Context: an optimization exercise on an open-source flow, tuned for small area and a short achievable clock period. The choices shown serve that exercise and are no tape-out recipe. The RTL was checked by simulation tests, not by an equivalence proof against the original design. Power and IR drop assume default switching activity.

oak:
Design int_controller, start of the top module:
module int_controller(FrameIn, SyncVB, SelBlank, WE0, WE1, Buf0Empty, Buf1Empty,
		WData, CSDisplay, VBOut, AILOut, AIPOut, clock, reset);
input clock, reset,CSDisplay;
input[3:0] VBOut,AILOut,AIPOut;
input [23:0] WData;
output [7:0] FrameIn;
output SyncVB, SelBlank, WE0, WE1, Buf0Empty, Buf1Empty;
wire clock,CSDisplay,reset;
wire [3:0] VBOut, AIPOut, AILOut ;
wire [4:0] Px1, Ln1;
wire IncPx, ResetPx, IncLine, ResetLine,ResetAddr0,IncAddr0,ResetAddr1, IncAddr1,RE0, WE0, SelR0, SelG0, SelB0, RE1, WE1, SelR1, SelG1, SelB1, SelBuf0,SelBlank,SelBuf1;
wire [1:0] ph;
wire [3:0] lo0, mid0, lo1, mid1;
wire [7:0] hi0, hi1;
wire row0_99, row1_99;
wire [95:0] rd0, rd1;
wire[7:0] FrameIn;
Pixel_Counter pc (Px1,clock, reset, ResetPx, IncPx);
Line_Counter  lc (Ln1, clock, reset, ResetLine, IncLine);
Addr0_Counter ac0(lo0, mid0, hi0, clock, reset, ResetAddr0, IncAddr0);
buf0 b0 (rd0, row0_99, WData, WE0, lo0, mid0, hi0, clock, reset);
Addr1_Counter ac1(lo1, mid1, hi1, clock, reset, ResetAddr1, IncAddr1);
buf1 b1 (rd1, row1_99, WData, WE1, lo1, mid1, hi1, clock, reset);
frame_mux fm (FrameIn,rd0,rd1,SelR0,SelG0,SelB0,SelR1,SelG1,SelB1,SelBuf0,SelBlank,SelBuf1,
		ph,Px1,AIPOut,RE0,RE1,CSDisplay,reset,clock);
 controller_buff0 cb(RE0, WE0, RE1, WE1, SelR0, SelG0, SelB0, SelR1, SelG1, SelB1, SelBuf0, SelBlank, SelBuf1, IncPx, ResetPx, IncLine, ResetLine, SyncVB, Buf0Empty, Buf1Empty, IncAddr0, ResetAddr0, IncAddr1, ResetAddr1, row0_99, row1_99, ph,
			Px1, Ln1, VBOut, AIPOut, AILOut, CSDisplay, clock, reset);
endmodule
Size: about 11,000 cells after synthesis, ~5,100 flip-flops, about 53 I/O pins, about 180,000 um2 of cells after synthesis.
==> module buf0, before the edit <==
module buf0(out_data, row0_99, WData, WE0, lo, mid, hi, clock, reset);
output reg row0_99;
input [23:0] WData;
input WE0, clock, reset;
input [3:0] lo, mid;
input [7:0] hi;
reg [2399:0] buff0;
reg [6:0] i;
output reg [95:0] out_data;
reg [95:0] rd;
integer k;
always @(*)
begin
	rd = 96'b0;
	for (k = 0; k < 100; k = k + 1)
		rd[(k/32)*24 +: 24] = rd[(k/32)*24 +: 24] | (buff0[k*24 +: 24] & {24{lo[k%4] & mid[(k/4)%4] & hi[k/16]}});
end
wire hit = WE0 & lo[i[1:0]] & mid[i[3:2]] & hi[i[6:4]];
integer g;
always@(posedge clock)
	for (g = 0; g < 4; g = g + 1)
		out_data[g*24 +: 24] <= (hit && i[6:5] == g) ? WData : rd[g*24 +: 24];
genvar r;
generate
	for (r = 0; r < 100; r = r + 1) begin : row
		always@(posedge clock)
			if (WE0 && i == r) buff0[r*24 +: 24] <= WData;
	end
endgenerate
always@(posedge clock)
begin
	if(reset)
	begin
		i <= 7'b0;
		row0_99 <= 1'b0;
	end
	else
	begin
		row0_99 <= (WE0 | row0_99) & (i == 7'd99);
		if(WE0)
		begin
			if (i == 7'd99) i <= 7'b0;
			else i <= i + 7'b1;
		end
	end
end
endmodule
==> module buf1, before the edit <==
module buf1(out_data, row1_99, WData, WE1, lo, mid, hi, clock, reset);
output reg row1_99;
input [23:0] WData;
input WE1, clock, reset;
input [3:0] lo, mid;
input [7:0] hi;
reg [2399:0] buff1;
reg [6:0] i;
output reg [95:0] out_data;
reg [95:0] rd;
integer k;
always @(*)
begin
	rd = 96'b0;
	for (k = 0; k < 100; k = k + 1)
		rd[(k/32)*24 +: 24] = rd[(k/32)*24 +: 24] | (buff1[k*24 +: 24] & {24{lo[k%4] & mid[(k/4)%4] & hi[k/16]}});
end
wire hit = WE1 & lo[i[1:0]] & mid[i[3:2]] & hi[i[6:4]];
integer g;
always@(posedge clock)
	for (g = 0; g < 4; g = g + 1)
		out_data[g*24 +: 24] <= (hit && i[6:5] == g) ? WData : rd[g*24 +: 24];
genvar r;
generate
	for (r = 0; r < 100; r = r + 1) begin : row
		always@(posedge clock)
			if (WE1 && i == r) buff1[r*24 +: 24] <= WData;
	end
endgenerate
always@(posedge clock)
begin
	if(reset)
	begin
		i <= 7'b0;
		row1_99 <= 1'b0;
	end
	else
	begin
		row1_99 <= (WE1 | row1_99) & (i == 7'd99);
		if(WE1)
		begin
			if (i == 7'd99) i <= 7'b0;
			else i <= i + 7'b1;
		end
	end
end
endmodule
==> flow/config.mk <==
export PLATFORM = sky130hd
export DESIGN_NAME = int_controller
export DESIGN_NICKNAME = int_controller
export VERILOG_FILES = /design/flow/design.v
export SDC_FILE = /design/flow/constraint.sdc
export NUM_CORES = 8
export LEC_CHECK = 0
export CAP_MARGIN = 35
export CORE_MARGIN = 2
export CORE_UTILIZATION = 40
export CTS_CLUSTER_DIAMETER = 60
export CTS_CLUSTER_SIZE = 25
export SLEW_MARGIN = 35
==> flow/constraint.sdc <==
create_clock -name core_clock -period 9.0 [get_ports {clock}]
set_input_delay 1.8000 -clock core_clock [delete_from_list [all_inputs] [get_ports {clock}]]
set_output_delay 1.8000 -clock core_clock [all_outputs]
set_load 0.01 [all_outputs]
standard.sh (not shown) runs the stock make flow with config.mk's settings and CLKGATE_MAP_FILE= SYNTH_SCRIPT=/design/flow/synth_recipe.tcl, a recipe that flattens the netlist after the stock synthesis.
==> flow/flow/run.sh <==
#!/bin/bash
set -euo pipefail
bash standard.sh SETUP_SLACK_MARGIN=6.0 finish > layout.log 2>&1
Here is what was changed in the inputs of birch compared with oak.
--- a/flow/design.v
+++ b/flow/design.v
@@ -106,5 +106,7 @@
 input [7:0] hi;
 reg [2399:0] buff0;
-reg [6:0] i;
+reg [3:0] wlo, wmid;
+reg [6:0] whi;
+wire at99 = wlo[3] & wmid[0] & whi[6];
 output reg [95:0] out_data;
 reg [95:0] rd;
@@ -116,14 +118,14 @@
 		rd[(k/32)*24 +: 24] = rd[(k/32)*24 +: 24] | (buff0[k*24 +: 24] & {24{lo[k%4] & mid[(k/4)%4] & hi[k/16]}});
 end
-wire hit = WE0 & lo[i[1:0]] & mid[i[3:2]] & hi[i[6:4]];
+wire hit = WE0 & |(lo & wlo) & |(mid & wmid) & |(hi[6:0] & whi);
 integer g;
 always@(posedge clock)
 	for (g = 0; g < 4; g = g + 1)
-		out_data[g*24 +: 24] <= (hit && i[6:5] == g) ? WData : rd[g*24 +: 24];
+		out_data[g*24 +: 24] <= (hit && (g == 3 ? whi[6] : (whi[2*g] | whi[2*g+1]))) ? WData : rd[g*24 +: 24];
 genvar r;
 generate
 	for (r = 0; r < 100; r = r + 1) begin : row
 		always@(posedge clock)
-			if (WE0 && i == r) buff0[r*24 +: 24] <= WData;
+			if (WE0 && wlo[r%4] && wmid[(r/4)%4] && whi[r/16]) buff0[r*24 +: 24] <= WData;
 	end
 endgenerate
@@ -132,14 +134,26 @@
 	if(reset)
 	begin
-		i <= 7'b0;
+		wlo <= 4'b0001;
+		wmid <= 4'b0001;
+		whi <= 7'b0000001;
 		row0_99 <= 1'b0;
 	end
 	else
 	begin
-		row0_99 <= (WE0 | row0_99) & (i == 7'd99);
+		row0_99 <= (WE0 | row0_99) & at99;
 		if(WE0)
 		begin
-			if (i == 7'd99) i <= 7'b0;
-			else i <= i + 7'b1;
+			if (at99)
+			begin
+				wlo <= 4'b0001;
+				wmid <= 4'b0001;
+				whi <= 7'b0000001;
+			end
+			else
+			begin
+				wlo <= {wlo[2:0], wlo[3]};
+				if(wlo[3]) wmid <= {wmid[2:0], wmid[3]};
+				if(wlo[3] && wmid[3]) whi <= {whi[5:0], whi[6]};
+			end
 		end
 	end
@@ -153,5 +167,7 @@
 input [7:0] hi;
 reg [2399:0] buff1;
-reg [6:0] i;
+reg [3:0] wlo, wmid;
+reg [6:0] whi;
+wire at99 = wlo[3] & wmid[0] & whi[6];
 output reg [95:0] out_data;
 reg [95:0] rd;
@@ -163,14 +179,14 @@
 		rd[(k/32)*24 +: 24] = rd[(k/32)*24 +: 24] | (buff1[k*24 +: 24] & {24{lo[k%4] & mid[(k/4)%4] & hi[k/16]}});
 end
-wire hit = WE1 & lo[i[1:0]] & mid[i[3:2]] & hi[i[6:4]];
+wire hit = WE1 & |(lo & wlo) & |(mid & wmid) & |(hi[6:0] & whi);
 integer g;
 always@(posedge clock)
 	for (g = 0; g < 4; g = g + 1)
-		out_data[g*24 +: 24] <= (hit && i[6:5] == g) ? WData : rd[g*24 +: 24];
+		out_data[g*24 +: 24] <= (hit && (g == 3 ? whi[6] : (whi[2*g] | whi[2*g+1]))) ? WData : rd[g*24 +: 24];
 genvar r;
 generate
 	for (r = 0; r < 100; r = r + 1) begin : row
 		always@(posedge clock)
-			if (WE1 && i == r) buff1[r*24 +: 24] <= WData;
+			if (WE1 && wlo[r%4] && wmid[(r/4)%4] && whi[r/16]) buff1[r*24 +: 24] <= WData;
 	end
 endgenerate
@@ -179,14 +195,26 @@
 	if(reset)
 	begin
-		i <= 7'b0;
+		wlo <= 4'b0001;
+		wmid <= 4'b0001;
+		whi <= 7'b0000001;
 		row1_99 <= 1'b0;
 	end
 	else
 	begin
-		row1_99 <= (WE1 | row1_99) & (i == 7'd99);
+		row1_99 <= (WE1 | row1_99) & at99;
 		if(WE1)
 		begin
-			if (i == 7'd99) i <= 7'b0;
-			else i <= i + 7'b1;
+			if (at99)
+			begin
+				wlo <= 4'b0001;
+				wmid <= 4'b0001;
+				whi <= 7'b0000001;
+			end
+			else
+			begin
+				wlo <= {wlo[2:0], wlo[3]};
+				if(wlo[3]) wmid <= {wmid[2:0], wmid[3]};
+				if(wlo[3] && wmid[3]) whi <= {whi[5:0], whi[6]};
+			end
 		end
 	end
## What came out
From oak to birch the numbers moved as follows: worst setup slack moved down, transition time of the tightest slew-check pin went down by 0.027 ns. oak → birch: number of top-level design ports closely matched the old numbers, number of resized instances in the post-cts repair step increased by 1,021 relative to the old numbers, met1 track demand over resource in global routing increased by 2.8 points relative to the old numbers, summed instance area of the synthesized netlist increased by 1.7% relative to the old numbers, via count increased by 10,900 relative to the old numbers. Worst setup path endpoint: FrameIn[0] -> oak, b0.out_data[57]$_DFF_P_ -> birch. Going from oak to birch, the count of antenna diodes in the layout was found to have gone up by 2. Est. power | birch vs oak | birch lower.

==> separate check: timing with driven ports <==
In the flow no input, the clock included, has a driving cell. The finished layouts below were timed again as built, in two steps. Step 1 sets driving cells, clkbuf_16 on the clock port and buf_2 on the other inputs (assumed; they add their load-dependent delay and slew). Step 2, shift: input delay + t, output delay - t, t = (earliest + latest rising clock arrival at the registers) / 2. This alone moves slack from input paths to output paths. Slacks: no drivers / after step 1 / after step 2; pairs: no drivers / after step 1.
| run | t (ns) | setup slack, ns | worst hold slack (ns) |
|---|---|---|---|
| oak | 1.119 | 5.636 / 5.501 / 4.989 | 0.493 / 0.493 / 0.493 |
| birch | 1.136 | 5.365 / 5.365 / 4.908 | 0.447 / 0.447 / 0.447 |
After both steps setup and hold are still met in every run listed. The setup slack of oak, which loses most, moves by -0.135 ns with the drivers and by -0.647 ns with both steps.
